Background: an optimization exercise with open tools, aiming at small area. Do not read the settings as production practice. The RTL was checked by simulation tests, not by an equivalence proof against the original design. No driver is modelled on the clock port, so clocking that relies on it looks cheaper here than on a real chip. Power figures rest on the tool's default switching activity, not on a simulated workload.

===== flow/run.sh =====
#!/bin/bash
# Own layout flow: the standard flow (standard.sh), with these changes to how
# the layout is made:
#   * synthesis maps the combinational logic with an area-oriented ABC script
#     (flow/abc_area.script) instead of ORFS's abc_area.script; registers are
#     mapped by the unchanged standard synthesis before ABC runs;
#   * port buffers use sky130_fd_sc_hd__buf_1 (still one buffer per port);
#   * clock tree synthesis uses clkbuf_4 leaf buffers under a clkbuf_8 root and
#     inserts no dummy loads; after it, flow/post_cts.tcl upsizes to clkbuf_8
#     each leaf buffer whose estimated clock-pin slew is over 110 ps.
# Each step's full output goes to a log file of its own in this folder.
set -euo pipefail
W=$(pwd)
rm -rf "$W/scripts_mod"
cp -r "$FLOW_HOME/scripts" "$W/scripts_mod"
cp "$W/flow/abc_area.script" "$W/scripts_mod/abc_area.script"
export SCRIPTS_DIR="$W/scripts_mod"
export BUFFER_PORTS_ARGS="-buffer_cell sky130_fd_sc_hd__buf_1"
export CTS_ARGS="-sink_clustering_enable -repair_clock_nets -dont_use_dummy_load -buf_list sky130_fd_sc_hd__clkbuf_4 -root_buf sky130_fd_sc_hd__clkbuf_8"
export POST_CTS_TCL="$W/flow/post_cts.tcl"
bash standard.sh synth > "$W/log_synth.txt" 2>&1
bash standard.sh floorplan > "$W/log_floorplan.txt" 2>&1
bash standard.sh place > "$W/log_place.txt" 2>&1
bash standard.sh cts > "$W/log_cts.txt" 2>&1
bash standard.sh route > "$W/log_route.txt" 2>&1
bash standard.sh finish > "$W/log_finish.txt" 2>&1
test -f "$W/out/final.def"

===== flow/abc_area.script =====
&get -n
&st
&dch -f
&nf -R 1000
&put
topo

===== flow/post_cts.tcl =====
# POST_CTS hook: upsize a clock-tree leaf buffer to clkbuf_8 when the estimated
# slew at any of its register clock pins is over 100 ps, then legalize.
estimate_parasitics -placement
set my_big [[ord::get_db] findMaster sky130_fd_sc_hd__clkbuf_8]
set my_n 0
foreach inst [[ord::get_db_block] getInsts] {
  if {[[$inst getMaster] getName] != "sky130_fd_sc_hd__clkbuf_4"} { continue }
  set onet [[$inst findITerm X] getNet]
  if {$onet == "NULL" || [$onet getSigType] != "CLOCK"} { continue }
  set worst 0.0
  foreach it [$onet getITerms] {
    if {[$it getInst] == $inst} { continue }
    set pin [get_pins [[$it getInst] getName]/[[$it getMTerm] getName]]
    set s [get_property $pin slew_max]
    if {$s > $worst} { set worst $s }
  }
  if {$worst > 0.110} {
    puts "post_cts: [$inst getName] sink slew [format %.3f $worst], upsized to clkbuf_8"
    $inst swapMaster $my_big
    incr my_n
  }
}
puts "post_cts: upsized $my_n clock buffers"
if {$my_n > 0} {
  detailed_placement
  check_placement -verbose
  estimate_parasitics -placement
}

===== standard.sh =====
#!/bin/bash
# synth_recipe.tcl (not shown) runs the flow's synth.tcl, then flattens the netlist and writes it again
# the make line also repeats each setting of config.mk as NAME=value (left out here)
make -C /OpenROAD-flow-scripts/flow DESIGN_CONFIG=/design/flow/config.mk WORK_HOME=/design/flow/orfs CLKGATE_MAP_FILE= SYNTH_SCRIPT=/design/flow/synth_recipe.tcl "${@:-finish}"

===== config.mk =====
export PLATFORM = sky130hd
export DESIGN_NAME = top_stopwatch
export DESIGN_NICKNAME = top_stopwatch
export VERILOG_FILES = /design/flow/design.v
export SDC_FILE = /design/flow/constraint.sdc
export NUM_CORES = 4
export LEC_CHECK = 0
export ABC_AREA = 1
export CAP_MARGIN = 0
export CORE_MARGIN = 2
export CORE_UTILIZATION = 65
export PLACE_DENSITY = 0.75
export SLEW_MARGIN = 0

===== constraint.sdc =====
create_clock -name core_clock -period 10.0 [get_ports {clk}]
set_input_delay 2.0000 -clock core_clock [delete_from_list [all_inputs] [get_ports {clk}]]
set_output_delay 2.0000 -clock core_clock [all_outputs]
set_load 0.01 [all_outputs]

===== design.v =====
module bcd_to_seg7 (
    input wire [3:0] bcd,
    output reg [6:0] seg7   
);
    always @(*) begin
        case (bcd)
            4'd0: seg7 = 7'b1000000;   
            4'd1: seg7 = 7'b1111001;   
            4'd2: seg7 = 7'b0100100;   
            4'd3: seg7 = 7'b0110000;   
            4'd4: seg7 = 7'b0011001;   
            4'd5: seg7 = 7'b0010010;   
            4'd6: seg7 = 7'b0000010;   
            4'd7: seg7 = 7'b1111000;   
            4'd8: seg7 = 7'b0000000;   
            4'd9: seg7 = 7'b0010000;   
            default: seg7 = 7'b1111111;   
        endcase
    end
endmodule
module top_stopwatch (
    input wire clk,
    input wire CLR,
    input wire PAUSE,
    input wire record_btn_raw,
    input wire browse_btn_raw,
    output wire [15:0] DATA,
    output wire [1:0] LED_TEST,
    output wire LED15,
    output wire LED14,
    output wire LED13,
    output wire LED12
);
    wire rst_n = CLR;
    reg [1:0] lo;
    reg [2:0] hi;
    reg [2:0] hi_next;
    wire tick_scan = (lo == 2'b01);
    wire tick_cnt  = tick_scan & (hi == 3'b011);
    always @(*) begin
        case (hi)
            3'b000: hi_next = 3'b001;
            3'b001: hi_next = 3'b011;
            3'b011: hi_next = 3'b111;
            3'b111: hi_next = 3'b110;
            default: hi_next = 3'b000;
        endcase
    end
    always @(posedge clk or negedge rst_n) begin
        if (!rst_n) begin
            lo <= 2'b00;
            hi <= 3'b000;
        end
        else begin
            lo <= {lo[0], ~lo[1]};
            if (lo == 2'b10)
                hi <= hi_next;
        end
    end
    reg rec_dly, brw_dly;
    wire rec_press = ~record_btn_raw & rec_dly;
    wire brw_press = ~browse_btn_raw & brw_dly;
    always @(posedge clk or negedge rst_n) begin
        if (!rst_n) begin
            rec_dly <= 1'b1;
            brw_dly <= 1'b1;
        end
        else begin
            rec_dly <= record_btn_raw;
            brw_dly <= browse_btn_raw;
        end
    end
    localparam [2:0] LIVE = 3'b010;
    function [2:0] jnext;
        input [2:0] c;
        jnext = {c[1:0], ~c[2]};
    endfunction
    reg [2:0] browse;
    reg [2:0] scan;
    reg [2:0] rec_idx;
    wire browsing = (browse != LIVE);
    wire do_record = rec_press & ~browsing;
    always @(posedge clk or negedge rst_n) begin
        if (!rst_n) begin
            browse  <= LIVE;
            rec_idx <= 3'b000;
        end
        else begin
            if (browsing) begin
                if (rec_press)
                    browse <= jnext(browse);
                else if (brw_press)
                    browse <= LIVE;
            end
            else begin
                if (rec_press)
                    rec_idx <= jnext(rec_idx);
                else if (brw_press)
                    browse <= 3'b000;
            end
        end
    end
    reg [6:0] centi;
    reg [5:0] sec;
    reg [5:0] min;
    wire en_c = tick_cnt & PAUSE & ~browsing;
    wire wrap_c = en_c & centi[6] & centi[5] & centi[1] & centi[0];
    wire wrap_s = wrap_c & sec[5] & sec[4] & sec[3] & sec[1] & sec[0];
    wire wrap_m = wrap_s & min[5] & min[4] & min[3] & min[1] & min[0];
    wire [6:0] t_c;
    wire [5:0] t_s, t_m;
    assign t_c[0] = en_c;
    assign t_s[0] = wrap_c;
    assign t_m[0] = wrap_s;
    genvar gi;
    generate
        for (gi = 1; gi < 7; gi = gi + 1) begin : g_c
            assign t_c[gi] = t_c[gi-1] & centi[gi-1];
        end
        for (gi = 1; gi < 6; gi = gi + 1) begin : g_sm
            assign t_s[gi] = t_s[gi-1] & sec[gi-1];
            assign t_m[gi] = t_m[gi-1] & min[gi-1];
        end
    endgenerate
    always @(posedge clk or negedge rst_n) begin
        if (!rst_n) begin
            centi <= 7'd0;
            sec <= 6'd0;
            min <= 6'd0;
        end
        else begin
            centi <= (centi ^ t_c) & ~({7{wrap_c}} & 7'b1100100);
            sec <= (sec ^ t_s) & ~({6{wrap_s}} & 6'b111100);
            min <= (min ^ t_m) & ~({6{wrap_m}} & 6'b111100);
        end
    end
    wire [18:0] live = {min, sec, centi};
    wire clear = (scan == 3'd0);
    reg [18:0] slot0, slot1, slot2, slot3, slot4, slot5;
    always @(posedge clk) begin
        if (clear || (do_record && rec_idx == 3'b000)) slot0 <= live;
        if (clear || (do_record && rec_idx == 3'b001)) slot1 <= live;
        if (clear || (do_record && rec_idx == 3'b011)) slot2 <= live;
        if (clear || (do_record && rec_idx == 3'b111)) slot3 <= live;
        if (clear || (do_record && rec_idx == 3'b110)) slot4 <= live;
        if (clear || (do_record && rec_idx == 3'b100)) slot5 <= live;
    end
    reg [2:0] src;
    always @(posedge clk)
        src <= browse;
    reg [18:0] shown;
    always @(*) begin
        case (src)
            3'b000: shown = slot0;
            3'b001: shown = slot1;
            3'b011: shown = slot2;
            3'b111: shown = slot3;
            3'b110: shown = slot4;
            3'b100: shown = slot5;
            LIVE:   shown = live;
            default: shown = 19'd0;
        endcase
    end
    reg [3:0] digit;    
    reg [2:0] scan_n;
    reg [1:0] fsel;
    reg dsel;
    reg [7:0] sel;
    always @(*) begin
        case (scan)
            3'd0: begin scan_n = 3'd4; fsel = 2'd0; dsel = 1'b0; sel = 8'b00000000; end
            3'd4: begin scan_n = 3'd6; fsel = 2'd0; dsel = 1'b1; sel = 8'b00000010; end
            3'd6: begin scan_n = 3'd7; fsel = 2'd1; dsel = 1'b0; sel = 8'b00000001; end
            3'd7: begin scan_n = 3'd3; fsel = 2'd1; dsel = 1'b1; sel = 8'b10000000; end
            3'd3: begin scan_n = 3'd1; fsel = 2'd2; dsel = 1'b0; sel = 8'b01000000; end
            3'd1: begin scan_n = 3'd5; fsel = 2'd2; dsel = 1'b1; sel = 8'b00100000; end
            3'd5: begin scan_n = 3'd4; fsel = 2'd0; dsel = 1'b0; sel = 8'b00010000; end
            default: begin scan_n = 3'd4; fsel = 2'd0; dsel = 1'b0; sel = 8'b00000000; end
        endcase
    end
    reg [6:0] field;
    always @(*) begin
        case (fsel)
            2'd0: field = {1'b0, shown[18:13]};
            2'd1: field = {1'b0, shown[12:7]};
            default: field = shown[6:0];
        endcase
    end
    wire [3:0] tens = field / 7'd10;
    wire [3:0] ones = field % 7'd10;
    always @(posedge clk or negedge rst_n) begin
        if (!rst_n) begin
            scan <= 3'd0;
            digit <= 4'd8;
        end
        else if (tick_scan) begin
            scan <= scan_n;
            digit <= dsel ? ones : tens;
        end
    end
    wire [6:0] seg;
    bcd_to_seg7 u_seg (.bcd(digit), .seg7(seg));
    assign DATA = {sel, 1'b0, seg};
    assign LED_TEST = {brw_press, rec_press};
    assign LED15 = ~CLR;
    assign LED14 = ~PAUSE;
    assign LED13 = ~record_btn_raw;
    assign LED12 = ~browse_btn_raw;
endmodule

==> results of run 1 <==
## per-layer routing
metal / part of all wire [%] / routed length (µm) / vias to the layer above
li1: - / - / 1804
met1: 40 / 5320 / 1957
met2: 50 / 6610 / 184
met3: 8.9 / 1180 / 16
met4: 1.2 / 153 / 0
met5: 0 / 0 / -
## cells in the final DEF, fill, tap and decap left out, types with 5 or more instances in the layout
cell type and n:
nor2b_1 13, ha_1 22, nor3_1 8, clkbuf_4 12, clkinv_1 11, dfrtp_1 35
nor2_1 23, nand2_1 36, clkbuf_8 5, edfxtp_1 114, a31oi_1 19, o21ai_0 23
a22oi_1 32, and3_1 7, a222oi_1 19, xnor2_1 8, buf_4 11, a21oi_1 8
buf_1 22
## final timing paths
kind                            end  slack, ps
max                        digit[1]       4980
min                          src[1]        430
max reg2reg                digit[1]       4980
min reg2reg                  src[1]        430
max in group asynchronous     hi[2]       7980
min in group asynchronous    min[1]       1620
## state kept, by name, summed over array words and instances (netlist names), 3 cells and up
register  cells
src           3
slot3        19
scan          3
browse        3
hi            3
min           6
slot4        19
slot2        19
slot1        19
sec           6
rec_idx       3
slot0        19
centi         7
digit         4
slot5        19
## kinds of logic after synthesis
logic type                 count (synthesis)  synth area share, %
other                                      1               0.0596
and+or+nand+nor                          104                 7.95
muxes                                      5                0.815
DFF                                      156                 70.9
AOI/OAI and AO/OA                        119                 13.4
xor gates and xnor gates                   9                 1.25
adders and majority gates                 22                 4.37
buffers and inverters                     16                 1.25
## Yosys cell counts, drive strengths merged, types with 2 or more instances
cell / count / share of area, %
edfxtp: 114 / 54
nand2: 36 / 2.1
dfrtp: 35 / 14
a22oi: 32 / 3.8
o21ai: 26 / 2.1
nor2: 23 / 1.4
ha: 22 / 4.4
a222oi: 19 / 3.0
a31oi: 19 / 1.9
nor2b: 13 / 1.3
clkinv: 11 / 0.66
nor3: 9 / 0.72
a21oi: 8 / 0.64
xnor2: 8 / 1.1
and3: 7 / 0.70
buf: 5 / 0.60
nor3b: 5 / 0.60
dfstp: 4 / 1.7
mux2i: 4 / 0.64
o31ai: 4 / 0.48
a221oi: 3 / 0.42
a22o: 3 / 0.42
and2: 3 / 0.30
dfxtp: 3 / 0.95
nand3: 3 / 0.24
a211oi: 2 / 0.24
and4: 2 / 0.28
## final cells by class
class | instances | area (µm²) | share of cell area, %
Multi-Input combinational cell | 262 | 1830 | 26.8
Timing Repair Buffer | 34 | 170 | 2.49
Clock buffer | 17 | 159 | 2.33
Sequential cell | 156 | 4460 | 65.4
Inverter | 11 | 41.3 | 0.605
Tap cell | 129 | 161 | 2.37
## power by group
group | internal, W | switching (W)
clock | 0.000100 | 0.000181
combinational | 0.000164 | 0.000267
sequential | 0.000732 | 0.0000491
## stage by stage
stage	power, W	worst slack (ps)
floorplan	0.00108	5100
global placement	0.00120	5170
detailed placement	0.00122	5030
global route	0.00158	4520
finish	0.00149	4980
## worst max-delay path: stages (launching register included)
cell and delay [ps]:
dfrtp_1 460, nor2b_1 180, nor2b_1 160, nor2_1 310
nand2_1 250, a31oi_1 230, nor3_1 70, a31oi_1 300
nor2_1 70, nor2_1 190, xnor2_1 230, a21oi_1 120
nor2_1 320, xnor2_1 180, and2_0 240, o21ai_0 350
xor2_1 270, ha_1 240, a21oi_1 70, nor2_1 250
xnor2_1 170, nor2_1 50, a21oi_1 130, o21ai_0 80
==> impl_metrics.csv, run 1 <==
group,metric,value,unit
timing,fin_worst_skew,32.8,ps
logic_synthesis,synth_warnings,2,
timing,finalCriticalPeriod,5020,ps
die,die_h,102,µm
route,ant_nets,0,
timing,finalMaxSlewViolations,0,
logic_synthesis,yosys_register_bits,156,
finish,fin_util,73.1,%
global_routing,grt-ovfl-total,0,
logic_synthesis,synthDistinctLibCells,36,
global_routing,antenna_found_initial,0,
logic_synthesis,syn-mean-instance-area,14.6,µm²
worst_setup_path,r2r_cells,23,
placement,gp_congestion,0.786,
global_routing,grt_first_pass_wirelength,20700,µm
global_routing,busiest_layer,"met2",
flow_run,max_cap_viol_count,0,
timing,rsz0062_at_grt,"false",
finish,insertedDiodeCount,0,
logic_synthesis,syn_area,0.00629,mm²
timing,setup_tns,0,ps
timing,slew_headroom,21.1,%
logic_synthesis,async_reset_ff_share,25.0,%
worst_setup_path,crit_path_end_kind,"register",
global_routing,use_met1,38.3,%
die,row_count,35,
placement,io_buffer_count,23,
clocking,tritoncts,"yes",
route,vias,3961,
route,drt_iter0_markers,482,
timing,setup_violations,0,
global_routing,grtUsageMet2,43.4,%
placement,hpwl,8100,µm
worst_setup_path,r2r-start,"scan[0]",
logic_synthesis,ys_dominant_reg_cell,"edfxtp_1",
timing,tightest_slew,1180,ps
placement,placed_cells,592,
route,routed_wl,13300,µm
die,io-pin-count,27,
pwr,ir_drop,151,µV
route,drc,0,
pwr,p_per_area,219,mW/mm²
timing,fin_crit_sh,50.2,%
clocking,clk_latency,420,ps
finish,n_fill_cell,614,
placement,placed_area,0.00666,mm²
die,fp.coreArea,0.00933,mm²
global_routing,met3_usage,6.43,%
timing,whs,429,ps
route,viasPerCell,6.50,
logic_synthesis,synth_edf_count,114,
pwr,p_leak,2.43,nW
finish,fin_nets,509,
worst_setup_path,startpoint,"scan[0]",
global_routing,grt_pass1_vias,3860,
route,wl_per_cell,21.8,µm
worst_setup_path,cp-start-kind,"register",
global_routing,grt_max_degree,41,
finish,area_growth,8.37,%
min_path,min_path_type,"register to register",
min_path,min_from,"browse[1]",
clocking,clk_pin_slew,110,ps
timing,max_clock_freq,0.199,GHz
timing,hold_violations,0,
worst_setup_path,critical_path_class,"register to register",
finish,fin_cells,609,
worst_setup_path,cp.arrival,5330,ps
run_status,status,"no timing/DRC/antenna violations",
logic_synthesis,yosysSeqAreaShare,70.9,%
die,design.die.area,0.0105,mm²
route,drtPass1Iterations,6,
finish,drive_gt1_share,8.96,%
clocking,clock_sinks,156,
die,die_w,102,µm
finish,fin_area,0.00682,mm²
worst_setup_path,crit_fanout,9,
global_routing,grt_use_total,27.6,%
worst_setup_path,required,10310,ps
die,initial_utilization,67.5,%
min_path,min_path_cells,0,
logic_synthesis,synthCells,432,
==> run 2, diff against run 1 <==
--- a/flow/run.sh
+++ b/flow/run.sh
@@ -18,6 +18,7 @@
 export BUFFER_PORTS_ARGS="-buffer_cell sky130_fd_sc_hd__buf_1"
 export CTS_ARGS="-sink_clustering_enable -repair_clock_nets -dont_use_dummy_load -buf_list sky130_fd_sc_hd__clkbuf_4 -root_buf sky130_fd_sc_hd__clkbuf_8"
 export POST_CTS_TCL="$W/flow/post_cts.tcl"
+export GPL_KEEP_OVERFLOW=0
 bash standard.sh synth > "$W/log_synth.txt" 2>&1
 bash standard.sh floorplan > "$W/log_floorplan.txt" 2>&1
 bash standard.sh place > "$W/log_place.txt" 2>&1
--- a/flow/post_cts.tcl
+++ b/flow/post_cts.tcl
@@ -1,5 +1,5 @@
 # POST_CTS hook: upsize a clock-tree leaf buffer to clkbuf_8 when the estimated
-# slew at any of its register clock pins is over 100 ps, then legalize.
+# slew at any of its register clock pins is over 110 ps, then legalize.
 estimate_parasitics -placement
 set my_big [[ord::get_db] findMaster sky130_fd_sc_hd__clkbuf_8]
 set my_n 0
==> run 2 against run 1 <==
Against the previous run: largest cell class unchanged; still clean on timing, DRC and antenna; clock-buffer cell count unchanged; power about the same; non-clock buffer count up 2; clock skew down 1.7 ps; register-to-register slack worse by 330 ps; via count up 1.2%; critical path depth down 1; final area up 1.3%; utilization up 0.97 points; sequential power about the same; first-iteration DRC count down 13%; clock power down 3%.
==> impl_metrics.csv, run 2 <==
group,metric,value,unit
placement,gp_congestion,0.790,
die,die_h,102,µm
placement,io_buffer_count,23,
logic_synthesis,synth_warnings,2,
logic_synthesis,synth_common_cells,"114 x edfxtp_1, 36 x nand2_1, 35 x dfrtp_1",
worst_setup_path,crit_fanout,19,
timing,hold_violations,0,
worst_setup_path,r2r-start,"src[0]",
placement,pre_cts_ws,4790,ps
worst_setup_path,critical_path_class,"register to register",
worst_setup_path,startpoint,"src[0]",
min_path,min_path_type,"register to register",
finish,mostFrequentLayoutCell,"edfxtp_1",
route,ant_nets,0,
timing,slew_headroom,32.2,%
route,drc,0,
global_routing,grt_pass1_vias,3783,
clocking,clock_sinks,156,
route,viasPerCell,6.56,
pwr,p_per_area,216,mW/mm²
timing,max_clock_freq,0.187,GHz
route,drtPass1Iterations,5,
logic_synthesis,yosys_register_bits,156,
global_routing,grt_first_pass_wirelength,20000,µm
pwr,p_leak,2.46,nW
worst_setup_path,cpLargestDelayFamily,"simple AND/OR/NAND/NOR gates",
logic_synthesis,synth_edf_count,114,
global_routing,antenna_found_initial,0,
logic_synthesis,async_reset_ff_share,25.0,%
worst_setup_path,critical_path.max_stage_delay,750,ps
worst_setup_path,path_cells,"nand2_1, nor2_2, a222oi_1, a31oi_1, nor3_1, a31oi_1, nor2_1, nor2_1, xnor2_1, a21oi_1, nor2_1, xnor2_1, and2_0, o21ai_0, xor2_1, ha_1, a21oi_1, nor2_1, xnor2_1, nor2_1, a21oi_1, o21ai_0",
logic_synthesis,yosysSeqAreaShare,70.9,%
clocking,tritoncts,"yes",
timing,rsz0062_at_grt,"false",
route,routed_wl,12900,µm
route,drt_iter0_markers,420,
clocking,clk_latency,410,ps
die,row_count,35,
clocking,clk_pin_slew,110,ps
logic_synthesis,synthDistinctLibCells,36,
die,die_w,102,µm
global_routing,grt_max_degree,41,
timing,setup_tns,0,ps
timing,setup_violations,0,
timing,finalCriticalPeriod,5340,ps
global_routing,grt_use_total,26.5,%
route,vias,4010,
die,design.die.area,0.0105,mm²
timing,tightest_slew,1020,ps
finish,n_fill_cell,588,
finish,drive_gt1_share,9.75,%
finish,area_growth,9.80,%
worst_setup_path,critPathBufInv,0,
finish,insertedDiodeCount,0,
route,wl_per_cell,21.1,µm
global_routing,grt-ovfl-total,0,
worst_setup_path,cp.arrival,5630,ps
worst_setup_path,path_common_cell,"nor2_1",
placement,hpwl,8770,µm
flow_run,max_cap_viol_count,0,
worst_setup_path,r2r_end,"digit[1]",
worst_setup_path,cp-start-kind,"register",
worst_setup_path,worstSetupPathDepth,22,
timing,fin_worst_skew,31.1,ps
logic_synthesis,synthCells,432,
logic_synthesis,yosysTopAreaCell,"edfxtp_1",
logic_synthesis,synth_area_leaders,"edfxtp_1 54%, dfrtp_1 14%, ha_1 4.4%",
logic_synthesis,synth_top_area_share,54.4,%
die,io-pin-count,27,
pwr,ir_drop,164,µV
logic_synthesis,syn_area,0.00629,mm²
timing,setup_ws,4660,ps
die,initial_utilization,67.5,%
timing,finalMaxSlewViolations,0,
worst_setup_path,r2r_slack,4660,ps
logic_synthesis,syn-mean-instance-area,14.6,µm²
timing,fin_crit_sh,53.4,%
finish,fin_nets,511,
worst_setup_path,required,10290,ps
finish,layout_common_cells,"114 x edfxtp_1, 36 x nand2_1, 35 x dfrtp_1",
worst_setup_path,r2r_cells,22,
worst_setup_path,crit_path_end_kind,"register",
logic_synthesis,yosysMostFrequentCell,"edfxtp_1",
die,fp.coreArea,0.00933,mm²
logic_synthesis,ys_dominant_reg_cell,"edfxtp_1",
run_status,status,"no timing/DRC/antenna violations",
worst_setup_path,crit_end,"digit[1]",
worst_setup_path,slowest_stage,"nor2_2",
## run 2: cell counts after synthesis
Identical to the previous run, type by type.
## run 2: how the worst min path moves through the flow
stage / from / to / slack, ps / cells after the start
6_report: browse[1] / src[1] / 430 / 0
5_1_grt: browse[1] / src[1] / 430 / 0
3_5_place_dp: lo[0] / lo[1] / 400 / 0
3_3_place_gp: lo[0] / lo[1] / 390 / 0
2_1_floorplan: lo[0] / lo[1] / 380 / 0
## run 2: logic make-up (layout without fill, tap and decap cells)
group / count (synthesis) / count (layout) / share of synthesized area [%]
AOI/OAI and AO/OA: 119 / 119 / 13.4
xor gates and xnor gates: 9 / 9 / 1.25
adders and majority gates: 22 / 22 / 4.37
buffers and inverters: 16 / 64 / 1.25
DFF: 156 / 156 / 70.9
muxes: 5 / 5 / 0.815
other: 1 / 3 / 0.0596
and+or+nand+nor: 104 / 104 / 7.95
## run 2: final cells by class
cell class                      instances  area (µm²)  share of cell area [%]
Clock buffer                           17         153                    2.21
Inverter                               11        41.3                   0.597
Multi-Input combinational cell        262        1830                    26.5
Sequential cell                       156        4460                    64.6
Tap cell                              129         161                    2.34
Timing Repair Buffer                   36         262                    3.78
## run 2: stage by stage
stage / hold slack, ps / util [%] / instance area [µm²] / std cells / power (W)
floorplan: 379 / - / 6300 / 434 / 0.00108
global placement: 392 / 69.8 / 6510 / 581 / 0.00118
detailed placement: 403 / 72.5 / 6760 / 594 / 0.00123
global route: 429 / 74.1 / 6910 / 611 / 0.00158
finish: 426 / 74.1 / 6910 / 611 / 0.00149
## run 2: layer usage
layer / vias to the layer above / wire length (µm) / GRT usage [%]
met5: - / 0 / 0
met4: 0 / 285 / 9.03
met3: 28 / 1040 / 7.18
met2: 183 / 6390 / 42.3
met1: 1986 / 5200 / 35.9
li1: 1813 / - / -
## run 2: power by group
group	switching, W	internal [W]	leakage [nW]	total (W)
registers	0.0000511	0.000732	1.50	0.000783
logic	0.000266	0.000171	0.877	0.000438
clock network	0.000176	0.0000964	0.0886	0.000272
total	0.000493	0.00100	2.46	0.00149
==> run 3, diff against run 2 <==
--- a/flow/run.sh
+++ b/flow/run.sh
@@ -18,7 +18,7 @@
 export BUFFER_PORTS_ARGS="-buffer_cell sky130_fd_sc_hd__buf_1"
 export CTS_ARGS="-sink_clustering_enable -repair_clock_nets -dont_use_dummy_load -buf_list sky130_fd_sc_hd__clkbuf_4 -root_buf sky130_fd_sc_hd__clkbuf_8"
 export POST_CTS_TCL="$W/flow/post_cts.tcl"
-export GPL_KEEP_OVERFLOW=0
+export GPL_KEEP_OVERFLOW=0.3
 bash standard.sh synth > "$W/log_synth.txt" 2>&1
 bash standard.sh floorplan > "$W/log_floorplan.txt" 2>&1
 bash standard.sh place > "$W/log_place.txt" 2>&1
==> run 3 against run 2 <==
Against the previous run: final area shrank 1.3%; critical path type unchanged; synthesized area is the same; highest routed layer unchanged; setup slack gained 190 ps; fmax grew 3.6%; non-clock buffer count shrank 2; flip-flop and latch count is the same.
==> impl_metrics.csv, run 3 <==
group,metric,value,unit
placement,hpwl,8000,µm
route,drc,0,
pwr,intPower,0.000994,W
global_routing,grt_pass1_vias,3876,
route,ant_nets,0,
route,wl_per_cell,21.1,µm
finish,n_fill_cell,632,
logic_synthesis,yosysTopAreaCell,"edfxtp_1",
finish,mostFrequentLayoutCell,"edfxtp_1",
logic_synthesis,synth_area_leaders,"edfxtp_1 54%, dfrtp_1 14%, ha_1 4.4%",
logic_synthesis,synth_edf_count,114,
global_routing,grt_max_degree,41,
finish,fin_util,73.1,%
worst_setup_path,slowest_stage,"dfrtp_1",
flow_run,max_cap_viol_count,0,
global_routing,grt_first_pass_wirelength,20100,µm
timing,tightest_slew,1250,ps
route,viasPerCell,6.48,
global_routing,antenna_found_initial,0,
logic_synthesis,ys_dominant_reg_cell,"edfxtp_1",
worst_setup_path,required,10290,ps
global_routing,grt_use_total,26.9,%
min_path,min_path_type,"register to register",
timing,finalMaxSlewViolations,0,
pwr,ir_drop,142,µV
logic_synthesis,syn-mean-instance-area,14.6,µm²
timing,setup_violations,0,
pwr,pwr-share-seq,52.6,%
worst_setup_path,crit_fanout,9,
timing,hold_violations,0,
timing,fin_worst_skew,44.1,ps
pwr,pwr-share-clk,18.2,%
route,drt_iter0_markers,417,
worst_setup_path,critical_path.max_stage_delay,460,ps
global_routing,grt-ovfl-total,0,
logic_synthesis,syn_area,0.00629,mm²
clocking,tritoncts,"yes",
logic_synthesis,synth_top_area_share,54.4,%
worst_setup_path,path_cells,"nor2b_1, nor2b_1, nor2_1, nand2_1, a31oi_1, nor3_1, a31oi_1, nor2_1, nor2_1, xnor2_1, a21oi_1, nor2_1, xnor2_1, and2_0, o21ai_0, xor2_1, ha_1, a21oi_1, nor2_1, xnor2_1, nor2_1, a21oi_1, o21ai_0",
pwr,p_leak,2.43,nW
pwr,p_per_area,218,mW/mm²
logic_synthesis,yosysSeqAreaShare,70.9,%
worst_setup_path,path_common_cell,"nor2_1",
worst_setup_path,critical_path_class,"register to register",
logic_synthesis,yosysMostFrequentCell,"edfxtp_1",
die,io-pin-count,27,
timing,fin_crit_sh,51.6,%
logic_synthesis,synthDistinctLibCells,36,
die,fp.coreArea,0.00933,mm²
logic_synthesis,synth_common_cells,"114 x edfxtp_1, 36 x nand2_1, 35 x dfrtp_1",
logic_synthesis,async_reset_ff_share,25.0,%
placement,gp_congestion,0.817,
pwr,p_comb_share,29.2,%
logic_synthesis,synthCells,432,
finish,layout_common_cells,"114 x edfxtp_1, 36 x nand2_1, 35 x dfrtp_1",
die,row_count,35,
route,vias,3944,
logic_synthesis,synth_warnings,2,
pwr,power.switching,0.000491,W
timing,max_clock_freq,0.194,GHz
route,drtPass1Iterations,7,
finish,insertedDiodeCount,0,
finish,drive_gt1_share,9.38,%
finish,fin_nets,509,
placement,placed_area,0.00667,mm²
clocking,clk_pin_slew,100,ps
timing,slew_headroom,16.8,%
clocking,clock_sinks,156,
finish,fin_area,0.00682,mm²
die,die_h,102,µm
finish,area_growth,8.35,%
clocking,clk_latency,420,ps
timing,setup_tns,0,ps
timing,finalCriticalPeriod,5160,ps
run_status,status,"no timing/DRC/antenna violations",
die,initial_utilization,67.5,%
logic_synthesis,yosys_register_bits,156,
worst_setup_path,crit_path_end_kind,"register",
timing,rsz0062_at_grt,"false",
route,routed_wl,12900,µm
worst_setup_path,cp.arrival,5450,ps
die,die_w,102,µm
die,design.die.area,0.0105,mm²
pwr,switching_share,33.1,%
worst_setup_path,cp-start-kind,"register",
placement,io_buffer_count,23,
## run 3: changes by cell type in the layout (fill, tap and decap cells not counted)
cell,delta
buf_16,-1
buf_2,-1
buf_4,+8
buf_6,-3
buf_8,-6
clkbuf_2,+1
## run 3: layout make-up
cell class | count | area (µm²) | share of cell area [%]
sequential | 156 | 4460 | 65.5
multi-input combinational | 262 | 1830 | 26.8
timing repair buffer | 34 | 170 | 2.49
tap | 129 | 161 | 2.37
clock buffer | 17 | 153 | 2.24
inverter | 11 | 41.3 | 0.605
## run 3: cells by family (layout without fill, tap and decap cells)
family / after synthesis / count (layout) / synth area share, %
other cells: 1 / 3 / 0.0596
xor+xnor: 9 / 9 / 1.25
flops: 156 / 156 / 70.9
buf+inv: 16 / 62 / 1.25
mux: 5 / 5 / 0.815
compound gates: 119 / 119 / 13.4
simple gates: 104 / 104 / 7.95
fa+ha+maj: 22 / 22 / 4.37
## run 3: metal layers
layer	global-route usage [%]	vias up	part of all wire, %
li1	-	1806	-
met1	35.7	1889	39
met2	42.6	215	49
met3	6.77	34	8.9
met4	12.0	0	2.9
met5	0	-	0
## run 3: path summary, 6_finish.rpt
| kind | startpoint | end | slack [ps] | depth (start not counted) |
|---|---|---|---|---|
| setup / recovery | scan[0] | digit[1] | 4840 | 23 |
| hold / removal | lo[0] | lo[1] | 410 | 0 |
| setup reg to reg | scan[0] | digit[1] | 4840 | 23 |
| hold reg to reg | lo[0] | lo[1] | 410 | 0 |
| max in group asynchronous | CLR | rec_dly | 7950 | 2 |
| min in group asynchronous | CLR | min[0] | 1610 | 2 |
## run 3: critical path, delay by kind of cell (launching register included)
kind | cells | cell delay [ps]
adders and majority gates | 1 | 250
DFF | 1 | 460
xor gates and xnor gates | 4 | 830
AOI/OAI and AO/OA | 7 | 1350
and+or+nand+nor | 11 | 2180
## run 3: stage by stage
| step | worst slack, ps | hold slack, ps | total power (W) | instances |
|---|---|---|---|---|
| 2_1_floorplan | 5100 | 379 | 0.00108 | 434 |
| 3_3_place_gp | 5180 | 392 | 0.00120 | 592 |
| 3_5_place_dp | 4920 | 395 | 0.00122 | 592 |
| 5_1_grt | 4350 | 431 | 0.00157 | 609 |
| 6_report | 4840 | 413 | 0.00148 | 609 |
## run 3: power by group through the flow
stage                     logic (W)  clock network [W]  registers (W)
after global placement     0.000407                  0       0.000793
after detailed placement   0.000428                  0       0.000796
after global routing       0.000482           0.000298       0.000789
final                      0.000433           0.000271       0.000781
after floorplan            0.000304                  0       0.000779
==> run 4, diff against run 3 <==
--- a/flow/run.sh
+++ b/flow/run.sh
@@ -18,7 +18,6 @@
 export BUFFER_PORTS_ARGS="-buffer_cell sky130_fd_sc_hd__buf_1"
 export CTS_ARGS="-sink_clustering_enable -repair_clock_nets -dont_use_dummy_load -buf_list sky130_fd_sc_hd__clkbuf_4 -root_buf sky130_fd_sc_hd__clkbuf_8"
 export POST_CTS_TCL="$W/flow/post_cts.tcl"
-export GPL_KEEP_OVERFLOW=0.3
 bash standard.sh synth > "$W/log_synth.txt" 2>&1
 bash standard.sh floorplan > "$W/log_floorplan.txt" 2>&1
 bash standard.sh place > "$W/log_place.txt" 2>&1
==> run 4 against run 3 <==
Against the previous run: still clean on timing, DRC and antenna; clock skew decreased by 11 ps; utilization barely moved; cell count unchanged; register-to-register slack improved by 140 ps; critical path depth unchanged; flip-flop and latch count stayed put; worst hold slack improved by 16 ps; critical path type unchanged.
==> impl_metrics.csv, run 4 <==
group,metric,value,unit
pwr,p_leak,2.43,nW
logic_synthesis,synth_top_area_share,54.4,%
route,drtPass1Iterations,6,
run_status,status,"no timing/DRC/antenna violations",
route,routed_wl,13300,µm
pwr,p_per_area,219,mW/mm²
timing,setup_violations,0,
pwr,pwr-share-seq,52.3,%
die,io-pin-count,27,
placement,io_buffer_count,23,
finish,n_fill_cell,614,
placement,hpwl,8100,µm
logic_synthesis,syn_area,0.00629,mm²
worst_setup_path,cpLargestDelayFamily,"simple AND/OR/NAND/NOR gates",
worst_setup_path,slowest_stage,"dfrtp_1",
die,row_count,35,
clocking,clk_latency,420,ps
logic_synthesis,yosysSeqAreaShare,70.9,%
finish,insertedDiodeCount,0,
timing,finalMaxSlewViolations,0,
die,die_h,102,µm
pwr,ir_drop,151,µV
logic_synthesis,yosysMostFrequentCell,"edfxtp_1",
logic_synthesis,synth_edf_count,114,
global_routing,antenna_found_initial,0,
worst_setup_path,r2r_slack,4980,ps
route,vias,3961,
worst_setup_path,crit_fanout,9,
placement,gp_congestion,0.786,
global_routing,grt_max_degree,41,
logic_synthesis,synth_common_cells,"114 x edfxtp_1, 36 x nand2_1, 35 x dfrtp_1",
worst_setup_path,r2r-start,"scan[0]",
finish,drive_gt1_share,8.96,%
pwr,p_comb_share,28.9,%
pwr,intPower,0.000997,W
logic_synthesis,synthDistinctLibCells,36,
logic_synthesis,synth_warnings,2,
worst_setup_path,path_common_cell,"nor2_1",
timing,hold_violations,0,
worst_setup_path,cp.arrival,5330,ps
die,fp.coreArea,0.00933,mm²
logic_synthesis,ys_dominant_reg_cell,"edfxtp_1",
timing,max_clock_freq,0.199,GHz
finish,mostFrequentLayoutCell,"edfxtp_1",
finish,area_growth,8.37,%
worst_setup_path,cp-start-kind,"register",
worst_setup_path,crit_end,"digit[1]",
global_routing,grt-ovfl-total,0,
finish,regArea,0.00446,mm²
worst_setup_path,worstSetupPathDepth,23,
route,drt_iter0_markers,482,
worst_setup_path,critical_path.max_stage_delay,460,ps
route,viasPerCell,6.50,
die,initial_utilization,67.5,%
die,design.die.area,0.0105,mm²
pwr,pwr-share-clk,18.8,%
pwr,switching_share,33.3,%
route,ant_nets,0,
worst_setup_path,r2r_cells,23,
timing,fin_crit_sh,50.2,%
global_routing,grt_use_total,27.6,%
pwr,power.switching,0.000497,W
worst_setup_path,r2r_end,"digit[1]",
worst_setup_path,path_cells,"nor2b_1, nor2b_1, nor2_1, nand2_1, a31oi_1, nor3_1, a31oi_1, nor2_1, nor2_1, xnor2_1, a21oi_1, nor2_1, xnor2_1, and2_0, o21ai_0, xor2_1, ha_1, a21oi_1, nor2_1, xnor2_1, nor2_1, a21oi_1, o21ai_0",
logic_synthesis,synth_area_leaders,"edfxtp_1 54%, dfrtp_1 14%, ha_1 4.4%",
finish,fin_nets,509,
worst_setup_path,crit_path_end_kind,"register",
timing,tightest_slew,1180,ps
timing,rsz0062_at_grt,"false",
finish,layout_common_cells,"114 x edfxtp_1, 36 x nand2_1, 35 x dfrtp_1",
pwr,power.total,0.00149,W
worst_setup_path,critical_path_class,"register to register",
logic_synthesis,synthCells,432,
flow_run,max_cap_viol_count,0,
route,wl_per_cell,21.8,µm
timing,setup_tns,0,ps
timing,fin_worst_skew,32.8,ps
logic_synthesis,yosys_register_bits,156,
clocking,clock_sinks,156,
timing,finalCriticalPeriod,5020,ps
logic_synthesis,async_reset_ff_share,25.0,%
die,die_w,102,µm
logic_synthesis,syn-mean-instance-area,14.6,µm²
worst_setup_path,critPathBufInv,0,
clocking,clk_pin_slew,110,ps
finish,multi_input_area,0.00183,mm²
timing,slew_headroom,21.1,%
worst_setup_path,required,10310,ps
route,drc,0,
global_routing,grt_pass1_vias,3860,
logic_synthesis,yosysTopAreaCell,"edfxtp_1",
clocking,tritoncts,"yes",
min_path,min_from,"browse[1]",
min_path,min_path_type,"register to register",
global_routing,grt_first_pass_wirelength,20700,µm
worst_setup_path,startpoint,"scan[0]",
-- run 4: power groups by stage --
| stage | logic [W] | registers [W] | clock network, W |
|---|---|---|---|
| finish | 0.000431 | 0.000781 | 0.000281 |
| detailed placement | 0.000426 | 0.000796 | 0 |
| global route | 0.000482 | 0.000790 | 0.000305 |
| floorplan | 0.000304 | 0.000779 | 0 |
| global placement | 0.000408 | 0.000793 | 0 |
-- run 4: through the flow --
stage,instances,instance area [µm²],setup WS (ps),utilization [%],hold slack [ps]
global route,609,6820,4520,73.1,431
finish,609,6820,4980,73.1,429
floorplan,434,6300,5100,-,379
global placement,592,6660,5170,71.4,393
detailed placement,592,6660,5030,71.4,401
-- run 4: final cells by class --
cell class	instances	area share (%)
Tap cell	129	2.37
Multi-Input combinational cell	262	26.8
Timing Repair Buffer	34	2.49
Sequential cell	156	65.4
Clock buffer	17	2.33
Inverter	11	0.605
-- run 4: logic make-up after synthesis --
family | synth area share [%]
muxes | 0.815
AOI/OAI and AO/OA | 13.4
adders and majority gates | 4.37
other | 0.0596
buffers and inverters | 1.25
DFF | 70.9
and+or+nand+nor | 7.95
xor gates and xnor gates | 1.25
-- run 4: metal layers --
layer | global-route usage, % | up-vias | wire (µm)
met1 | 38.3 | 1957 | 5320
met3 | 6.43 | 16 | 1180
met5 | 0 | - | 0
met2 | 43.4 | 184 | 6610
met4 | 9.95 | 0 | 153
li1 | - | 1804 | -
-- run 4: worst min-delay path by stage --
stage	slack [ps]	end	cells past startpoint
detailed placement	400	lo[1]	0
floorplan	380	lo[1]	0
finish	430	src[1]	0
global placement	390	lo[1]	0
global route	430	lo[1]	0
-- run 4: worst register-to-register path, cell delays in order, from the launching register on --
cell and delay [ps]:
dfrtp_1 460, nor2b_1 180, nor2b_1 160, nor2_1 310, nand2_1 250, a31oi_1 230
nor3_1 70, a31oi_1 300, nor2_1 70, nor2_1 190, xnor2_1 230, a21oi_1 120
nor2_1 320, xnor2_1 180, and2_0 240, o21ai_0 350, xor2_1 270, ha_1 240
a21oi_1 70, nor2_1 250, xnor2_1 170, nor2_1 50, a21oi_1 130, o21ai_0 80
==> run 5, diff against run 4 <==
--- a/flow/run.sh
+++ b/flow/run.sh
@@ -5,6 +5,8 @@
 #     (flow/abc_area.script) instead of ORFS's abc_area.script; registers are
 #     mapped by the unchanged standard synthesis before ABC runs;
 #   * port buffers use sky130_fd_sc_hd__buf_1 (still one buffer per port);
+#   * before clock tree synthesis, flow/pre_cts.tcl downsizes logic cells and
+#     repair buffers that the placement's repair made bigger than needed;
 #   * clock tree synthesis uses clkbuf_4 leaf buffers under a clkbuf_8 root and
 #     inserts no dummy loads; after it, flow/post_cts.tcl upsizes to clkbuf_8
 #     each leaf buffer whose estimated clock-pin slew is over 110 ps.
@@ -17,6 +19,7 @@
 export SCRIPTS_DIR="$W/scripts_mod"
 export BUFFER_PORTS_ARGS="-buffer_cell sky130_fd_sc_hd__buf_1"
 export CTS_ARGS="-sink_clustering_enable -repair_clock_nets -dont_use_dummy_load -buf_list sky130_fd_sc_hd__clkbuf_4 -root_buf sky130_fd_sc_hd__clkbuf_8"
+export PRE_CTS_TCL="$W/flow/pre_cts.tcl"
 export POST_CTS_TCL="$W/flow/post_cts.tcl"
 bash standard.sh synth > "$W/log_synth.txt" 2>&1
 bash standard.sh floorplan > "$W/log_floorplan.txt" 2>&1
==> flow/pre_cts.tcl (new file) <==
# PRE_CTS hook: downsize logic cells and repair buffers (not registers, clock
# cells or tie cells) to the smallest drive strength that keeps their output
# slew under 80% of the library limit and adds no max-slew or max-capacitance
# violation anywhere (placement parasitics).
proc my_viol_count {} {
  return [expr {[sta::max_slew_violation_count] + [sta::max_capacitance_violation_count]}]
}
proc my_out_ok {inst} {
  foreach it [$inst getITerms] {
    if {![$it isOutputSignal]} { continue }
    set pin [get_pins [$inst getName]/[[$it getMTerm] getName]]
    set slew [get_property $pin slew_max]
    if {$slew > 1.2} { return 0 }
  }
  return 1
}
estimate_parasitics -placement
set base [my_viol_count]
puts "down: violations before $base"
set saved 0.0
set db [ord::get_db]
foreach inst [[ord::get_db_block] getInsts] {
  set m [$inst getMaster]
  set mn [$m getName]
  if {[$m getType] != "CORE"} { continue }
  if {![regexp {^(sky130_fd_sc_hd__[a-z0-9]+)_([0-9]+)$} $mn -> fam drv]} { continue }
  if {[string match "*df*" $fam] || [string match "*clk*" $fam] || [string match "*conb*" $fam]} { continue }
  if {$drv <= 1} { continue }
  foreach d {0 1 2 4} {
    if {$d >= $drv} { break }
    set cand [$db findMaster ${fam}_$d]
    if {$cand == "NULL"} { continue }
    set a0 [expr {[$m getWidth]*[$m getHeight]}]
    $inst swapMaster $cand
    estimate_parasitics -placement
    if {[my_viol_count] <= $base && [my_out_ok $inst]} {
      set saved [expr {$saved + ($a0 - [$cand getWidth]*[$cand getHeight])/1e6}]
      puts "down: [$inst getName] $mn -> ${fam}_$d"
      break
    } else {
      $inst swapMaster $m
    }
  }
}
estimate_parasitics -placement
puts "down: saved $saved um2, violations after [my_viol_count]"
==> run 5 against run 4 <==
Against the previous run: synthesized area unchanged; wire length increased by 0.17%; clock skew decreased by 1.5 ps; first-iteration DRC count increased by 2.7%; clock-buffer cell count unchanged; worst hold slack improved by 0.92 ps; clock power about the same; flip-flop and latch count unchanged; combinational power decreased by 2%; sequential share of layout area increased by 0.67 points; setup slack got worse by 430 ps; critical path type unchanged.
==> impl_metrics.csv, run 5 <==
group,metric,value,unit
logic_synthesis,ys_dominant_reg_cell,"edfxtp_1",
worst_setup_path,cp.arrival,5760,ps
worst_setup_path,critical_path.max_stage_delay,840,ps
route,drtPass1Iterations,6,
timing,hold_violations,0,
die,io-pin-count,27,
pwr,power.total,0.00148,W
finish,fin_nets,509,
min_path,min_path_cells,0,
route,dr_wl_met2,6540,µm
timing,whs,430,ps
worst_setup_path,critical_path_class,"register to register",
timing,finalMaxSlewViolations,0,
logic_synthesis,yosysTopAreaCell,"edfxtp_1",
timing,tightest_slew,1180,ps
worst_setup_path,cp-start-kind,"register",
logic_synthesis,yosys_register_bits,156,
worst_setup_path,required,10310,ps
timing,rsz0062_at_grt,"false",
logic_synthesis,yosysSeqAreaShare,70.9,%
pwr,p_per_area,219,mW/mm²
finish,drive_gt1_share,6.46,%
clocking,clock_sinks,156,
worst_setup_path,path_cells,"nand2_1, nor2_1, buf_1, a222oi_1, a31oi_1, nor3_1, a31oi_1, nor2_1, nor2_1, xnor2_1, a21oi_1, nor2_1, xnor2_1, and2_0, o21ai_0, xor2_1, ha_1, a21oi_1, nor2_1, xnor2_1, nor2_1, a21oi_1, o21ai_0",
logic_synthesis,synth_area_leaders,"edfxtp_1 54%, dfrtp_1 14%, ha_1 4.4%",
global_routing,grt-ovfl-total,0,
finish,area_growth,7.27,%
worst_setup_path,slowest_stage,"buf_1",
timing,fin_crit_sh,54.5,%
timing,setup_tns,0,ps
worst_setup_path,r2r_cells,23,
die,initial_utilization,67.5,%
timing,max_clock_freq,0.183,GHz
route,ant_nets,0,
placement,io_buffer_count,23,
global_routing,grt_use_total,27.5,%
worst_setup_path,crit_path_end_kind,"register",
logic_synthesis,syn_area,0.00629,mm²
worst_setup_path,crit_fanout,19,
die,row_count,35,
logic_synthesis,synth_warnings,2,
route,drt_iter0_markers,495,
logic_synthesis,synthCells,432,
timing,finalCriticalPeriod,5450,ps
route,wl_met1,5360,µm
pwr,ir_drop,142,µV
logic_synthesis,yosysMostFrequentCell,"edfxtp_1",
die,design.die.area,0.0105,mm²
route,topRoutingLayerUsed,"met4",
logic_synthesis,syn-mean-instance-area,14.6,µm²
die,fp.coreArea,0.00933,mm²
placement,gp_congestion,0.786,
timing,slew_headroom,21.4,%
global_routing,grt_first_pass_wirelength,20600,µm
route,drc,0,
route,routed_wl,13300,µm
logic_synthesis,synth_edf_count,114,
route,wl_met3,1220,µm
clocking,tritoncts,"yes",
clocking,clk_latency,420,ps
global_routing,grt_pass1_vias,3864,
clocking,clk_pin_slew,110,ps
timing,fin_worst_skew,31.3,ps
logic_synthesis,synth_common_cells,"114 x edfxtp_1, 36 x nand2_1, 35 x dfrtp_1",
finish,n_fill_cell,631,
finish,layout_common_cells,"114 x edfxtp_1, 36 x nand2_1, 35 x dfrtp_1",
finish,insertedDiodeCount,0,
min_path,min_path_type,"register to register",
global_routing,grt_max_degree,41,
logic_synthesis,async_reset_ff_share,25.0,%
die,die_h,102,µm
logic_synthesis,synthDistinctLibCells,36,
route,vias,3918,
worst_setup_path,path_common_cell,"nor2_1",
timing,setup_violations,0,
flow_run,max_cap_viol_count,0,
route,wl_per_cell,21.8,µm
global_routing,antenna_found_initial,0,
run_status,status,"no timing/DRC/antenna violations",
placement,hpwl,8100,µm
pwr,p_leak,2.40,nW
finish,mostFrequentLayoutCell,"edfxtp_1",
logic_synthesis,synth_top_area_share,54.4,%
route,viasPerCell,6.43,
die,die_w,102,µm
==> run 5: cell counts after synthesis <==
Identical to the previous run, type by type.
==> run 5: per-layer routing <==
metal,GRT usage (%),vias up
met2,43.3,205
met4,9.74,0
met1,38.2,1896
met3,6.57,18
met5,0,-
li1,-,1799
==> run 5: cell type report <==
cell class                      instances  area (µm²)  area share, %
Timing Repair Buffer                   34         136           2.02
Clock buffer                           17         159           2.35
Inverter                               11        41.3          0.611
Tap cell                              129         161           2.39
Multi-Input combinational cell        262        1790           26.5
Sequential cell                       156        4460           66.1
==> run 5: worst paths after layout <==
kind | from | end | slack [ps]
worst max-delay path | src[1] | digit[1] | 4550
worst min-delay path | browse[1] | src[1] | 430
worst max register to register | src[1] | digit[1] | 4550
worst min register to register | browse[1] | src[1] | 430
max in group asynchronous | CLR | hi[2] | 7610
min in group asynchronous | CLR | min[1] | 1790
==> run 5: power breakdown <==
| group | internal, W | switching [W] |
|---|---|---|
| registers | 0.000732 | 0.0000467 |
| logic | 0.000156 | 0.000265 |
| clock network | 0.000100 | 0.000180 |
==> run 5: worst max-delay path, delay by kind of cell (launching register included) <==
kind / cells / cell delay, ps
adders and majority gates: 1 / 240
and+or+nand+nor: 9 / 1330
xor gates and xnor gates: 4 / 840
buffers and inverters: 1 / 840
AOI/OAI and AO/OA: 8 / 1620
DFF: 1 / 440
==> run 5: cell families after synthesis <==
kind of cell    count (synthesis)  share of synthesized area [%]
buf+inv                        16                           1.25
fa+ha+maj                      22                           4.37
mux                             5                          0.815
compound gates                119                           13.4
xor+xnor                        9                           1.25
other cells                     1                         0.0596
flops                         156                           70.9
simple gates                  104                           7.95
==> run 5: stage by stage <==
| step | instances | utilization [%] | cell area [µm²] | worst slack, ps |
|---|---|---|---|---|
| final | 609 | 72.4 | 6750 | 4550 |
| after global routing | 609 | 72.4 | 6750 | 3980 |
| after detailed placement | 592 | 71.4 | 6660 | 5030 |
| after global placement | 592 | 71.4 | 6660 | 5170 |
| after floorplan | 434 | - | 6300 | 5100 |
==> run 6, diff against run 5 <==
--- a/flow/run.sh
+++ b/flow/run.sh
@@ -5,6 +5,8 @@
 #     (flow/abc_area.script) instead of ORFS's abc_area.script; registers are
 #     mapped by the unchanged standard synthesis before ABC runs;
 #   * port buffers use sky130_fd_sc_hd__buf_1 (still one buffer per port);
+#   * one tie cell drives all constant outputs' port buffers (no tie fanout
+#     repair);
 #   * before clock tree synthesis, flow/pre_cts.tcl downsizes logic cells and
 #     repair buffers that the placement's repair made bigger than needed;
 #   * clock tree synthesis uses clkbuf_4 leaf buffers under a clkbuf_8 root and
@@ -19,6 +21,7 @@
 export SCRIPTS_DIR="$W/scripts_mod"
 export BUFFER_PORTS_ARGS="-buffer_cell sky130_fd_sc_hd__buf_1"
 export CTS_ARGS="-sink_clustering_enable -repair_clock_nets -dont_use_dummy_load -buf_list sky130_fd_sc_hd__clkbuf_4 -root_buf sky130_fd_sc_hd__clkbuf_8"
+export SKIP_REPAIR_TIE_FANOUT=1
 export PRE_CTS_TCL="$W/flow/pre_cts.tcl"
 export POST_CTS_TCL="$W/flow/post_cts.tcl"
 bash standard.sh synth > "$W/log_synth.txt" 2>&1
==> run 6 against run 5 <==
Against the previous run: sequential power is essentially flat; critical path type unchanged; setup slack got worse by 22 ps; register-to-register slack worse by 20 ps; non-clock buffer count unchanged; critical path depth fell by 1; via count fell by 0.43%; combinational power is essentially flat; first-iteration DRC count fell by 12%; synthesized area did not move; clock power down 2%.
==> impl_metrics.csv, run 6 <==
group,metric,value,unit
run_status,status,"no timing/DRC/antenna violations",
logic_synthesis,synth_warnings,2,
worst_setup_path,required,10310,ps
finish,layout_common_cells,"114 x edfxtp_1, 36 x nand2_1, 35 x dfrtp_1",
route,wl_per_cell,21.2,µm
timing,setup_violations,0,
finish,fin_nets,507,
clocking,clk_pin_slew,110,ps
die,die_h,102,µm
finish,regArea,0.00446,mm²
flow_run,max_cap_viol_count,0,
die,io-pin-count,27,
route,drt_iter0_markers,435,
logic_synthesis,synthDistinctLibCells,36,
worst_setup_path,crit_fanout,19,
clocking,clock_sinks,156,
worst_setup_path,critical_path.max_stage_delay,810,ps
die,row_count,35,
timing,tightest_slew,1170,ps
logic_synthesis,yosysTopAreaCell,"edfxtp_1",
worst_setup_path,worstSetupPathDepth,22,
clocking,clk_latency,420,ps
global_routing,grt-ovfl-total,0,
worst_setup_path,cp.arrival,5780,ps
logic_synthesis,synthCells,432,
die,fp.coreArea,0.00933,mm²
timing,hold_violations,0,
placement,pre_cts_ws,5000,ps
pwr,p_per_area,219,mW/mm²
worst_setup_path,critPathBufInv,1,
logic_synthesis,ys_dominant_reg_cell,"edfxtp_1",
finish,n_fill_cell,656,
worst_setup_path,cp-start-kind,"register",
logic_synthesis,syn_area,0.00629,mm²
finish,area_growth,7.08,%
die,initial_utilization,67.5,%
timing,finalCriticalPeriod,5470,ps
timing,slew_headroom,22.2,%
finish,insertedDiodeCount,0,
die,die_w,102,µm
logic_synthesis,synth_area_leaders,"edfxtp_1 54%, dfrtp_1 14%, ha_1 4.4%",
finish,drive_gt1_share,5.65,%
worst_setup_path,critical_path_class,"register to register",
logic_synthesis,yosysMostFrequentCell,"edfxtp_1",
min_path,min_path_type,"register to register",
timing,max_clock_freq,0.183,GHz
pwr,ir_drop,135,µV
global_routing,grt_first_pass_wirelength,20500,µm
route,ant_nets,0,
clocking,tritoncts,"yes",
worst_setup_path,slowest_stage,"buf_1",
worst_setup_path,crit_path_end_kind,"register",
route,drc,0,
logic_synthesis,synth_common_cells,"114 x edfxtp_1, 36 x nand2_1, 35 x dfrtp_1",
timing,setup_tns,0,ps
logic_synthesis,syn-mean-instance-area,14.6,µm²
placement,io_buffer_count,23,
timing,fin_crit_sh,54.7,%
route,routed_wl,12900,µm
route,vias,3901,
worst_setup_path,path_common_cell,"nor2_1",
route,drtPass1Iterations,5,
global_routing,grt_use_total,27.1,%
route,viasPerCell,6.43,
timing,setup_ws,4530,ps
logic_synthesis,async_reset_ff_share,25.0,%
worst_setup_path,cpLargestDelayFamily,"compound AO/OA/AOI/OAI gates",
logic_synthesis,yosysSeqAreaShare,70.9,%
placement,hpwl,8150,µm
timing,finalMaxSlewViolations,0,
worst_setup_path,r2r_cells,22,
global_routing,grt_pass1_vias,3800,
finish,multi_input_area,0.00178,mm²
pwr,p_leak,2.37,nW
timing,fin_worst_skew,40.6,ps
finish,mostFrequentLayoutCell,"edfxtp_1",
global_routing,grt_max_degree,41,
worst_setup_path,path_cells,"nor3b_1, buf_1, a222oi_1, a31oi_1, nor3_1, a31oi_1, nor2_1, nor2_1, xnor2_1, a21oi_1, nor2_1, xnor2_1, and2_0, o21ai_0, xor2_1, ha_1, a21oi_1, nor2_1, xnor2_1, nor2_1, a21oi_1, o21ai_0",
timing,rsz0062_at_grt,"false",
logic_synthesis,synth_top_area_share,54.4,%
logic_synthesis,synth_edf_count,114,
die,design.die.area,0.0105,mm²
min_path,min_path_cells,0,
placement,gp_congestion,0.774,
logic_synthesis,yosys_register_bits,156,
global_routing,antenna_found_initial,1,
[run 6: cell counts after synthesis]
No cell type changed its count.
[run 6: final timing paths]
| path | start | end | slack [ps] |
|---|---|---|---|
| min in group asynchronous | CLR | min[5] | 1780 |
| worst max register to register | src[0] | digit[1] | 4530 |
| worst min-delay path | lo[0] | lo[1] | 420 |
| max in group asynchronous | CLR | centi[3] | 7600 |
| worst max-delay path | src[0] | digit[1] | 4530 |
| worst min register to register | lo[0] | lo[1] | 420 |
[run 6: power by group]
part | internal (W) | switching (W) | total, W
clock network | 0.000100 | 0.000175 | 0.000275
logic | 0.000157 | 0.000263 | 0.000419
registers | 0.000733 | 0.0000472 | 0.000780
[run 6: per-layer routing]
metal	vias to the layer above	GRT usage, %	share of wire [%]
met4	0	8.72	2.0
met2	183	44.3	50
li1	1807	-	-
met5	-	0	0
met1	1886	37.1	39
met3	25	5.68	8.7
[run 6: kinds of logic (layout without fill, tap and decap cells)]
kind of cell	count (synthesis)	after routing	share of synthesized area (%)
buffers and inverters	16	62	1.25
XOR/XNOR	9	9	1.25
multiplexers	5	5	0.815
AND/OR/NAND/NOR	104	104	7.95
adder cells (fa/ha/maj)	22	22	4.37
flip-flops	156	156	70.9
other	1	1	0.0596
AO/OA/AOI/OAI	119	119	13.4
[run 6: per-stage QoR]
step                cells  power (W)  hold WS, ps  cell area (µm²)  util, %
finish                607    0.00147          416             6740     72.3
detailed placement    590    0.00122          398             6660     71.3
global placement      590    0.00120          391             6660     71.3
global route          607    0.00156          432             6740     72.3
floorplan             432    0.00108          379             6290        -
[run 6: cell type report]
type / count / area share, %
repair buffers: 34 / 1.95
inverters: 11 / 0.613
flip-flops and latches: 156 / 66.2
multi-input cells: 260 / 26.5
well taps: 129 / 2.39
clock buffers: 17 / 2.36
==> run 7, diff against run 6 <==
--- a/config.mk
+++ b/config.mk
@@ -8,6 +8,6 @@
 export ABC_AREA = 1
 export CAP_MARGIN = 0
 export CORE_MARGIN = 2
-export CORE_UTILIZATION = 65
-export PLACE_DENSITY = 0.75
+export CORE_UTILIZATION = 55
+export PLACE_DENSITY = 0.65
 export SLEW_MARGIN = 0
==> run 7 against run 6 <==
Against the previous run: clock-buffer cell count did not move; wire length rose by 4.1%; combinational power barely moved; cell count rose by 2.5%; utilization fell by 12 points; critical path depth rose by 1; die area rose by 17%; via count did not move; sequential share of layout area fell by 0.086 points; power fell by 0.50%; largest cell class unchanged; largest power group unchanged.
==> impl_metrics.csv, run 7 <==
group,metric,value,unit
run_status,status,"no timing/DRC/antenna violations",
logic_synthesis,yosys_register_bits,156,
logic_synthesis,syn_area,0.00629,mm²
placement,hpwl,8490,µm
timing,max_clock_freq,0.184,GHz
route,viasPerCell,6.27,
flow_run,max_cap_viol_count,0,
die,io-pin-count,27,
logic_synthesis,yosysSeqAreaShare,70.9,%
worst_setup_path,required,10290,ps
worst_setup_path,critical_path_class,"register to register",
worst_setup_path,cp.arrival,5730,ps
min_path,min_from,"browse[0]",
min_path,min_path_type,"register to register",
route,wl_per_cell,21.6,µm
global_routing,grt_use_total,22.9,%
timing,fin_worst_skew,30.3,ps
clocking,clk_latency,430,ps
placement,placed_area,0.00668,mm²
pwr,p_per_area,217,mW/mm²
finish,fin_util,59.9,%
logic_synthesis,synthCells,432,
worst_setup_path,cp-start-kind,"register",
finish,layout_common_cells,"114 x edfxtp_1, 36 x nand2_1, 35 x dfrtp_1",
global_routing,grt_first_pass_wirelength,21000,µm
global_routing,antenna_found_initial,0,
timing,hold_violations,0,
logic_synthesis,yosysMostFrequentCell,"edfxtp_1",
global_routing,grt-ovfl-total,0,
timing,tightest_slew,1200,ps
timing,rsz0062_at_grt,"false",
die,fp.coreArea,0.0113,mm²
finish,insertedDiodeCount,0,
route,drtPass1Iterations,5,
die,die_h,111,µm
die,die_w,111,µm
clocking,clock_sinks,156,
pwr,ir_drop,160,µV
timing,finalCriticalPeriod,5430,ps
logic_synthesis,synth_area_leaders,"edfxtp_1 54%, dfrtp_1 14%, ha_1 4.4%",
worst_setup_path,r2r_slack,4570,ps
timing,setup_tns,0,ps
timing,finalMaxSlewViolations,0,
logic_synthesis,syn-mean-instance-area,14.6,µm²
worst_setup_path,r2r-start,"src[0]",
die,row_count,39,
finish,fin_nets,508,
timing,setup_violations,0,
min_path,min_path_cells,0,
placement,io_buffer_count,23,
worst_setup_path,crit_fanout,19,
global_routing,grt_pass1_vias,3913,
min_path,hold_path_end,"src[0]",
clocking,clk_pin_slew,100,ps
finish,fin_area,0.00675,mm²
timing,fin_crit_sh,54.3,%
clocking,tritoncts,"yes",
route,vias,3901,
die,design.die.area,0.0123,mm²
logic_synthesis,synth_warnings,2,
finish,mostFrequentLayoutCell,"edfxtp_1",
route,drt_iter0_markers,380,
die,initial_utilization,55.8,%
logic_synthesis,ys_dominant_reg_cell,"edfxtp_1",
pwr,p_leak,2.37,nW
finish,area_growth,7.22,%
logic_synthesis,yosysTopAreaCell,"edfxtp_1",
logic_synthesis,synth_common_cells,"114 x edfxtp_1, 36 x nand2_1, 35 x dfrtp_1",
route,ant_nets,0,
worst_setup_path,r2r_cells,23,
worst_setup_path,r2r_end,"digit[1]",
timing,slew_headroom,20.1,%
route,routed_wl,13400,µm
logic_synthesis,async_reset_ff_share,25.0,%
worst_setup_path,crit_path_end_kind,"register",
placement,gp_congestion,0.809,
logic_synthesis,synth_top_area_share,54.4,%
finish,drive_gt1_share,5.64,%
route,drc,0,
logic_synthesis,synthDistinctLibCells,36,
logic_synthesis,synth_edf_count,114,
global_routing,grt_max_degree,41,
[run 7: cell count changes in the layout (fill, tap and decap cells not counted), sizes merged]
| cell | before | now |
|---|---|---|
| buf | 33 | 34 |
[run 7: metal layers]
metal / GRT usage, % / vias to the layer above / part of all wire [%]
li1: - / 1800 / -
met1: 31.4 / 1938 / 44
met2: 36.0 / 135 / 48
met3: 5.36 / 28 / 5.9
met4: 8.83 / 0 / 1.8
met5: 0 / - / 0
[run 7: how the worst max path moves through the flow]
| stage | cells after the start | end | slack (ps) | from |
|---|---|---|---|---|
| 2_1_floorplan | 21 | digit[1] | 5100 | src[1] |
| 3_3_place_gp | 4 | LED15 | 5170 | CLR |
| 3_5_place_dp | 23 | digit[1] | 4990 | scan[0] |
| 5_1_grt | 22 | digit[1] | 4030 | src[0] |
| 6_report | 23 | digit[1] | 4570 | src[0] |
[run 7: area by class of cell]
| class | instances | area (µm²) |
|---|---|---|
| clock buffer | 17 | 146 |
| inverter | 11 | 41.3 |
| tap | 143 | 179 |
| fill | 932 | 4520 |
| timing repair buffer | 35 | 135 |
| multi-input combinational | 260 | 1780 |
| sequential | 156 | 4460 |
[run 7: power by group]
group,switching [W],total [W],internal (W)
logic,0.000261,0.000417,0.000156
clock network,0.000180,0.000272,0.0000919
registers,0.0000463,0.000779,0.000733
total,0.000487,0.00147,0.000980
[run 7: kinds of logic after synthesis]
logic type | Yosys count | synth area share (%)
DFF | 156 | 70.9
AOI/OAI and AO/OA | 119 | 13.4
and+or+nand+nor | 104 | 7.95
adders and majority gates | 22 | 4.37
buffers and inverters | 16 | 1.25
xor gates and xnor gates | 9 | 1.25
muxes | 5 | 0.815
other | 1 | 0.0596
[run 7: critical path: stages (launching register included)]
cell      delay [ps]
dfxtp_1          430
nand2_1           70
nor2_1            80
buf_1            850
a222oi_1         270
a31oi_1          330
nor3_1            90
a31oi_1          220
nor2_1            80
nor2_1           200
xnor2_1          230
a21oi_1          110
nor2_1           320
xnor2_1          140
and2_0           220
o21ai_0          340
xor2_1           290
ha_1             250
a21oi_1           80
nor2_1           250
xnor2_1          170
nor2_1            60
a21oi_1          140
o21ai_0           90
[run 7: metrics by stage]
stage	hold WS (ps)	setup WS, ps	std cells	total power [W]
after floorplan	379	5100	432	0.00108
after global placement	392	5170	605	0.00120
after detailed placement	400	4990	605	0.00122
after global routing	442	4030	622	0.00156
final	422	4570	622	0.00147

## what the ideal ports hide
No port has a modelled driver above. Below, the same layouts with a new extraction and two added sets of constraints.
Step 1 (the two cells are an assumption about what drives the block):
set clk [get_ports {clk}]
set_driving_cell -lib_cell sky130_fd_sc_hd__clkbuf_16 $clk
set_driving_cell -lib_cell sky130_fd_sc_hd__buf_2 [delete_from_list [all_inputs] $clk]
Step 2 also shifts input and output timing later by t, the mid clock arrival at the registers, as if the neighbouring blocks saw the same clock.
Slacks: no drivers / after step 1 / after step 2; pairs: no drivers / after step 1.
| run | t, ns | setup slack, ns | clock arrival spread, ns |
|---|---|---|---|
| run 1 | 0.444 | 4.983 / 4.983 / 4.983 | 0.034 / 0.034 |
| run 2 | 0.425 | 4.657 / 4.656 / 4.656 | 0.036 / 0.036 |
| run 3 | 0.431 | 4.842 / 4.842 / 4.842 | 0.044 / 0.045 |
| run 4 | 0.444 | 4.983 / 4.983 / 4.983 | 0.034 / 0.034 |
| run 5 | 0.443 | 4.549 / 4.549 / 4.549 | 0.033 / 0.033 |
| run 6 | 0.437 | 4.527 / 4.527 / 4.527 | 0.041 / 0.040 |
| run 7 | 0.445 | 4.565 / 4.565 / 4.565 | 0.031 / 0.031 |
After both steps every run listed still meets setup and hold. The setup slack of run 2, which loses most, moves by -0.001 ns with the drivers and by -0.001 ns with both steps.
